What follows belongs to an exercise in optimizing a design on an open flow for small area, a short achievable clock period and few clock cycles; a production flow would make more cautious choices. Where RTL was checked, it was by simulation tests only, not by an equivalence proof against the original. Power and IR drop assume default switching activity.

== the reference run ==
==> flow/design.v <==
`timescale 1ns/10ps
module LBP ( clk, reset, gray_addr, gray_req, gray_data, lbp_addr, lbp_write, lbp_data, finish);
input   	clk;
input   	reset;
output  [5:0] 	gray_addr;
output        	gray_req;
input   	[7:0] 	gray_data;
output reg [5:0] 	lbp_addr;
output reg 		lbp_write;
output reg [7:0] 	lbp_data;
output reg 	finish;
reg [5:0] cnt;
wire [2:0] r = cnt[5:3];
wire [2:0] c = cnt[2:0];
wire last = (cnt == 6'd63);
assign gray_addr = cnt;
assign gray_req  = 1'b1;
always @(posedge clk or posedge reset)
begin
	if (reset) cnt <= 6'd0;
	else if (!last) cnt <= cnt + 6'd1;
end
always @(posedge clk)
begin
	finish <= last;
	lbp_write <= !finish && (r >= 3'd2) && (c >= 3'd2);
end
reg [7:0] s1, s2, s3, s4, s5, s6, s7, s8, s9;
wire [7:0] n = gray_data;     
wire [7:0] a = s9;            
wire [7:0] b = s8;            
wire [7:0] cc = s7;           
wire [7:0] d = s1;            
always @(posedge clk)
begin
	s1 <= n; s2 <= s1; s3 <= s2; s4 <= s3; s5 <= s4;
	s6 <= s5; s7 <= s6; s8 <= s7; s9 <= s8;
end
reg [3:0] l0_1, l0_2, l0_3, l0_4, l0_5, l0_6, l0_7, l0_8, l0_9;
reg [7:0] l4;
reg [1:0] l5;
reg       l6;
always @(posedge clk)
begin
	l0_1 <= {d >= n, cc >= n, b >= n, a >= n};
	l0_2 <= l0_1; l0_3 <= l0_2; l0_4 <= l0_3; l0_5 <= l0_4;
	l0_6 <= l0_5; l0_7 <= l0_6; l0_8 <= l0_7; l0_9 <= l0_8;
	l4 <= {l4[6:0], n >= d};
	l5 <= {l5[0], n >= cc};
	l6 <= n >= b;
	lbp_data <= {n >= a, l6, l5[1], l4[7], l0_9};
	lbp_addr <= {r - 3'd1, c - 3'd1};
end
endmodule
make LEC_CHECK=0 CAP_MARGIN=20 CORE_MARGIN=2 CORE_UTILIZATION=55 CTS_BUF_LIST='sky130_fd_sc_hd__clkbuf_8 sky130_fd_sc_hd__clkbuf_4' CTS_CLUSTER_DIAMETER=100 CTS_CLUSTER_SIZE=40 SETUP_SLACK_MARGIN=2.2 SLEW_MARGIN=20 finish   # period 4.0 ns
run.sh (not shown) runs the stock make flow with config.mk's settings and CLKGATE_MAP_FILE= SYNTH_SCRIPT=/design/flow/synth_recipe.tcl, a recipe that flattens the netlist after the stock synthesis.
The reference run completed end to end with timing, DRC and antenna clean.
Testbench counts of the reference run, summed over its fixed seeds: cycles 4,160.
#### Input delta (the trial run over the reference run)
diff --git a/flow/design.v b/flow/design.v
--- a/flow/design.v
+++ b/flow/design.v
@@ -8,22 +8,17 @@
 output reg [5:0] 	lbp_addr;
 output reg 		lbp_write;
 output reg [7:0] 	lbp_data;
-output reg 	finish;
-reg [5:0] cnt;
+output  	finish;
+reg [6:0] cnt;
 wire [2:0] r = cnt[5:3];
 wire [2:0] c = cnt[2:0];
-wire last = (cnt == 6'd63);
-assign gray_addr = cnt;
+assign gray_addr = cnt[5:0];
 assign gray_req  = 1'b1;
+assign finish    = cnt[6];
 always @(posedge clk or posedge reset)
 begin
-	if (reset) cnt <= 6'd0;
-	else if (!last) cnt <= cnt + 6'd1;
-end
-always @(posedge clk)
-begin
-	finish <= last;
-	lbp_write <= !finish && (r >= 3'd2) && (c >= 3'd2);
+	if (reset) cnt <= 7'd0;
+	else if (!cnt[6]) cnt <= cnt + 7'd1;
 end
 reg [7:0] s1, s2, s3, s4, s5, s6, s7, s8, s9;
 wire [7:0] n = gray_data;     
@@ -51,4 +46,9 @@
 	lbp_data <= {n >= a, l6, l5[1], l4[7], l0_9};
 	lbp_addr <= {r - 3'd1, c - 3'd1};
 end
+always @(posedge clk or posedge reset)
+begin
+	if (reset) lbp_write <= 1'b0;
+	else lbp_write <= !cnt[6] && (r >= 3'd2) && (c >= 3'd2);
+end
 endmodule
Notes after the runs:
- When the final numbers for the reference run and the trial run were put side by side, the final cycle utilization of the critical path turned out to be smaller in the trial run.
- The trial run vs. the reference run: non-clock buffer count now larger, global routing usage on met3 now smaller, final core utilization now smaller.
- | peak ir drop on the vdd network | higher: the reference run |
- The trial run reports a lower multi-input gate count than the reference run does.
- When the trial run is set beside the reference run, its routability congestion estimate from global placement turns out to be 1.7% smaller.
- When the trial run is measured against the reference run, its logic depth of the worst setup path including buffers turns out 4 lower.
Testbench counts of the trial run, summed over its fixed seeds: cycles 4,160.

## alpha
LBP, a different RTL version from the one above (not shown whole).
For scale: ~290 cells after synthesis, about 33 I/O pins, about 3800 sq um of cells after synthesis.
==> module LBP, before the edit <==
module LBP ( clk, reset, gray_addr, gray_req, gray_data, lbp_addr, lbp_write, lbp_data, finish);
input   	clk;
input   	reset;
output  [5:0] 	gray_addr;
output        	gray_req;
input   	[7:0] 	gray_data;
output reg [5:0] 	lbp_addr;
output reg 		lbp_write;
output reg [7:0] 	lbp_data;
output reg 	finish;
reg [5:0] cnt;
wire [2:0] r = cnt[5:3];
wire [2:0] c = cnt[2:0];
assign gray_addr = cnt;
assign gray_req  = 1'b1;
always @(posedge clk or posedge reset)
begin
	if (reset) begin
		cnt <= 6'd0;
		finish <= 1'b0;
	end else begin
		cnt <= cnt + 6'd1;
		if (cnt == 6'd63) finish <= 1'b1;
	end
end
always @(posedge clk)
begin
	lbp_write <= !finish && (r >= 3'd2) && (c >= 3'd2);
end
reg [7:0] s1, s2, s3, s4, s5, s6, s7, s8, s9;
wire [7:0] n = gray_data;     
wire [7:0] a = s9;            
wire [7:0] b = s8;            
wire [7:0] cc = s7;           
wire [7:0] d = s1;            
always @(posedge clk)
begin
	s1 <= n; s2 <= s1; s3 <= s2; s4 <= s3; s5 <= s4;
	s6 <= s5; s7 <= s6; s8 <= s7; s9 <= s8;
end
reg [3:0] l0_1, l0_2, l0_3, l0_4, l0_5, l0_6, l0_7, l0_8, l0_9;
reg [7:0] l4;
reg [1:0] l5;
reg       l6;
function [1:0] cmp;   
	input [7:0] x, y;
	reg [7:0] g, p;
	reg [3:0] g2, p2;
	reg [1:0] g4, p4;
	begin
		g = x & ~y;
		p = x | ~y;
		g2 = {g[7] | p[7] & g[6], g[5] | p[5] & g[4], g[3] | p[3] & g[2], g[1] | p[1] & g[0]};
		p2 = {g[7] | p[7] & p[6], g[5] | p[5] & p[4], g[3] | p[3] & p[2], g[1] | p[1] & p[0]};
		g4 = {g2[3] | p2[3] & g2[2], g2[1] | p2[1] & g2[0]};
		p4 = {g2[3] | p2[3] & p2[2], g2[1] | p2[1] & p2[0]};
		cmp = {g4[1] | p4[1] & g4[0], g4[1] | p4[1] & p4[0]};
	end
endfunction
wire [1:0] ca = cmp(a, n), cb = cmp(b, n), cc2 = cmp(cc, n), cd = cmp(d, n);
wire a_ge = ca[0], n_ge_a = ~ca[1];
wire b_ge = cb[0], n_ge_b = ~cb[1];
wire c_ge = cc2[0], n_ge_c = ~cc2[1];
wire d_ge = cd[0], n_ge_d = ~cd[1];
always @(posedge clk)
begin
	l0_1 <= {d_ge, c_ge, b_ge, a_ge};
	l0_2 <= l0_1; l0_3 <= l0_2; l0_4 <= l0_3; l0_5 <= l0_4;
	l0_6 <= l0_5; l0_7 <= l0_6; l0_8 <= l0_7; l0_9 <= l0_8;
	l4 <= {l4[6:0], n_ge_d};
	l5 <= {l5[0], n_ge_c};
	l6 <= n_ge_b;
	lbp_data <= {n_ge_a, l6, l5[1], l4[7], l0_9};
	lbp_addr <= {r - 3'd1, c - 3'd1};
end
endmodule
Settings: LEC_CHECK=0, CAP_MARGIN=20, CORE_MARGIN=2, CORE_UTILIZATION=55, CTS_BUF_LIST=sky130_fd_sc_hd__clkbuf_8 sky130_fd_sc_hd__clkbuf_4, CTS_CLUSTER_DIAMETER=100, CTS_CLUSTER_SIZE=40, SETUP_SLACK_MARGIN=2.3, SLEW_MARGIN=20; clock period 4.0 ns.
standard.sh (not shown) runs the stock make flow with config.mk's settings and CLKGATE_MAP_FILE= SYNTH_SCRIPT=/design/flow/synth_recipe.tcl, a recipe that flattens the netlist after the stock synthesis.
==> flow/flow/run.sh <==
#!/bin/bash
# The standard layout, with plain buf_2 cells as the port buffers and a
# clock tree without dummy loads.
set -euo pipefail
export BUFFER_PORTS_ARGS="-buffer_cell sky130_fd_sc_hd__buf_2"
export CTS_ARGS="-sink_clustering_enable -repair_clock_nets -sink_clustering_size 50 -sink_clustering_max_diameter 100 -buf_list {sky130_fd_sc_hd__clkbuf_16 sky130_fd_sc_hd__clkbuf_8} -root_buf sky130_fd_sc_hd__clkbuf_16 -dont_use_dummy_load -sink_buffer_max_cap_derate 1.0"
bash standard.sh > standard.log 2>&1
alpha finished all stages; the layout is clean.
Testbench counts of alpha, summed over its fixed seeds: cycles 4,160.
For beta, these inputs were changed with respect to alpha:
--- a/flow/design.v
+++ b/flow/design.v
@@ -27,21 +27,20 @@
 always @(posedge clk)
 begin
 	lbp_write <= !finish && (r >= 3'd2) && (c >= 3'd2);
 end
-reg [7:0] s1, s2, s3, s4, s5, s6, s7, s8, s9;
+reg [7:0] s1, s2, s3, s4, s5, s6, s7, s8, s9, s10;
 wire [7:0] n = gray_data;     
-wire [7:0] a = s9;            
-wire [7:0] b = s8;            
-wire [7:0] cc = s7;           
-wire [7:0] d = s1;            
+wire [7:0] a = ~s9;           
+wire [7:0] b = ~s8;           
+wire [7:0] cc = ~s7;          
+wire [7:0] e = ~s10;          
 always @(posedge clk)
 begin
-	s1 <= n; s2 <= s1; s3 <= s2; s4 <= s3; s5 <= s4;
-	s6 <= s5; s7 <= s6; s8 <= s7; s9 <= s8;
+	s1 <= ~n; s2 <= s1; s3 <= s2; s4 <= s3; s5 <= s4;
+	s6 <= s5; s7 <= s6; s8 <= s7; s9 <= s8; s10 <= s9;
 end
-reg [3:0] l0_1, l0_2, l0_3, l0_4, l0_5, l0_6, l0_7, l0_8, l0_9;
-reg [7:0] l4;
+reg [2:0] l0_1, l0_2, l0_3, l0_4, l0_5, l0_6, l0_7, l0_8, l0_9;
 reg [1:0] l5;
 reg       l6;
 function [1:0] cmp;   
 	input [7:0] x, y;
@@ -57,21 +56,21 @@
 		p4 = {g2[3] | p2[3] & p2[2], g2[1] | p2[1] & p2[0]};
 		cmp = {g4[1] | p4[1] & g4[0], g4[1] | p4[1] & p4[0]};
 	end
 endfunction
-wire [1:0] ca = cmp(a, n), cb = cmp(b, n), cc2 = cmp(cc, n), cd = cmp(d, n);
+wire [1:0] ca = cmp(a, n), cb = cmp(b, n), cc2 = cmp(cc, n), cea = cmp(e, a), cba = cmp(b, a);
 wire a_ge = ca[0], n_ge_a = ~ca[1];
 wire b_ge = cb[0], n_ge_b = ~cb[1];
 wire c_ge = cc2[0], n_ge_c = ~cc2[1];
-wire d_ge = cd[0], n_ge_d = ~cd[1];
+wire e_ge_a = cea[0];
+wire b_ge_a = cba[0];
 always @(posedge clk)
 begin
-	l0_1 <= {d_ge, c_ge, b_ge, a_ge};
+	l0_1 <= {c_ge, b_ge, a_ge};
 	l0_2 <= l0_1; l0_3 <= l0_2; l0_4 <= l0_3; l0_5 <= l0_4;
 	l0_6 <= l0_5; l0_7 <= l0_6; l0_8 <= l0_7; l0_9 <= l0_8;
-	l4 <= {l4[6:0], n_ge_d};
 	l5 <= {l5[0], n_ge_c};
 	l6 <= n_ge_b;
-	lbp_data <= {n_ge_a, l6, l5[1], l4[7], l0_9};
+	lbp_data <= {n_ge_a, l6, l5[1], b_ge_a, e_ge_a, l0_9};
 	lbp_addr <= {r - 3'd1, c - 3'd1};
 end
 endmodule
[summary]
- From alpha to beta the numbers moved as follows: die area shows a reduction of 3.0%, design area went down 2.3%, met1 usage moved up, worst-case setup margin in the final layout decreased 3.5 ps, relative area change from synthesis to final layout increased by 1.0 points relative to the old numbers.
- The higher worst hold slack of alpha and beta is in beta.
- Final instance count without filler cells went down slightly going from alpha to beta.
- A capturing element of the worst setup path of gray_addr[3] is what beta shows, while gray_addr[4] belongs to alpha.
Only the layout flow was run in beta; the RTL was not checked for function there.

what the ideal ports hide:
In the flow no input, the clock included, has a driving cell. The finished layouts below were timed again as built, in two steps.
Step 1 assumes that a clkbuf_16 drives the clock port and a buf_2 every other input.
Step 2 adds t to the input delays and takes it off the output delays; t is the mean of the earliest and latest rising clock arrival at the registers after step 1. Input paths then give back, and output paths get back, about the clock's delay inside the block.
Slacks: ideal ports / drivers / drivers and shift; pairs: ideal ports / drivers.
run | shift t [ns] | slack for setup (ns) | clock arrival spread, ns | worst register clock-pin slew, ns | pins driven straight from the clock port
the reference run | 0.445 | 2.231 / 2.212 / 1.794 | 0.013 / 0.013 | 0.08 / 0.08 | 1
the trial run | 0.443 | 2.244 / 2.214 / 1.825 | 0.013 / 0.013 | 0.08 / 0.08 | 1
alpha | 0.426 | 2.282 / 2.247 / 2.100 | 0.027 / 0.027 | 0.06 / 0.06 | 1
beta | 0.432 | 2.278 / 2.244 / 1.919 | 0.021 / 0.021 | 0.06 / 0.06 | 1
After both steps setup and hold are still met in every run listed. The setup slack of the reference run, which loses most, moves by -0.019 ns with the drivers and by -0.437 ns with both steps.
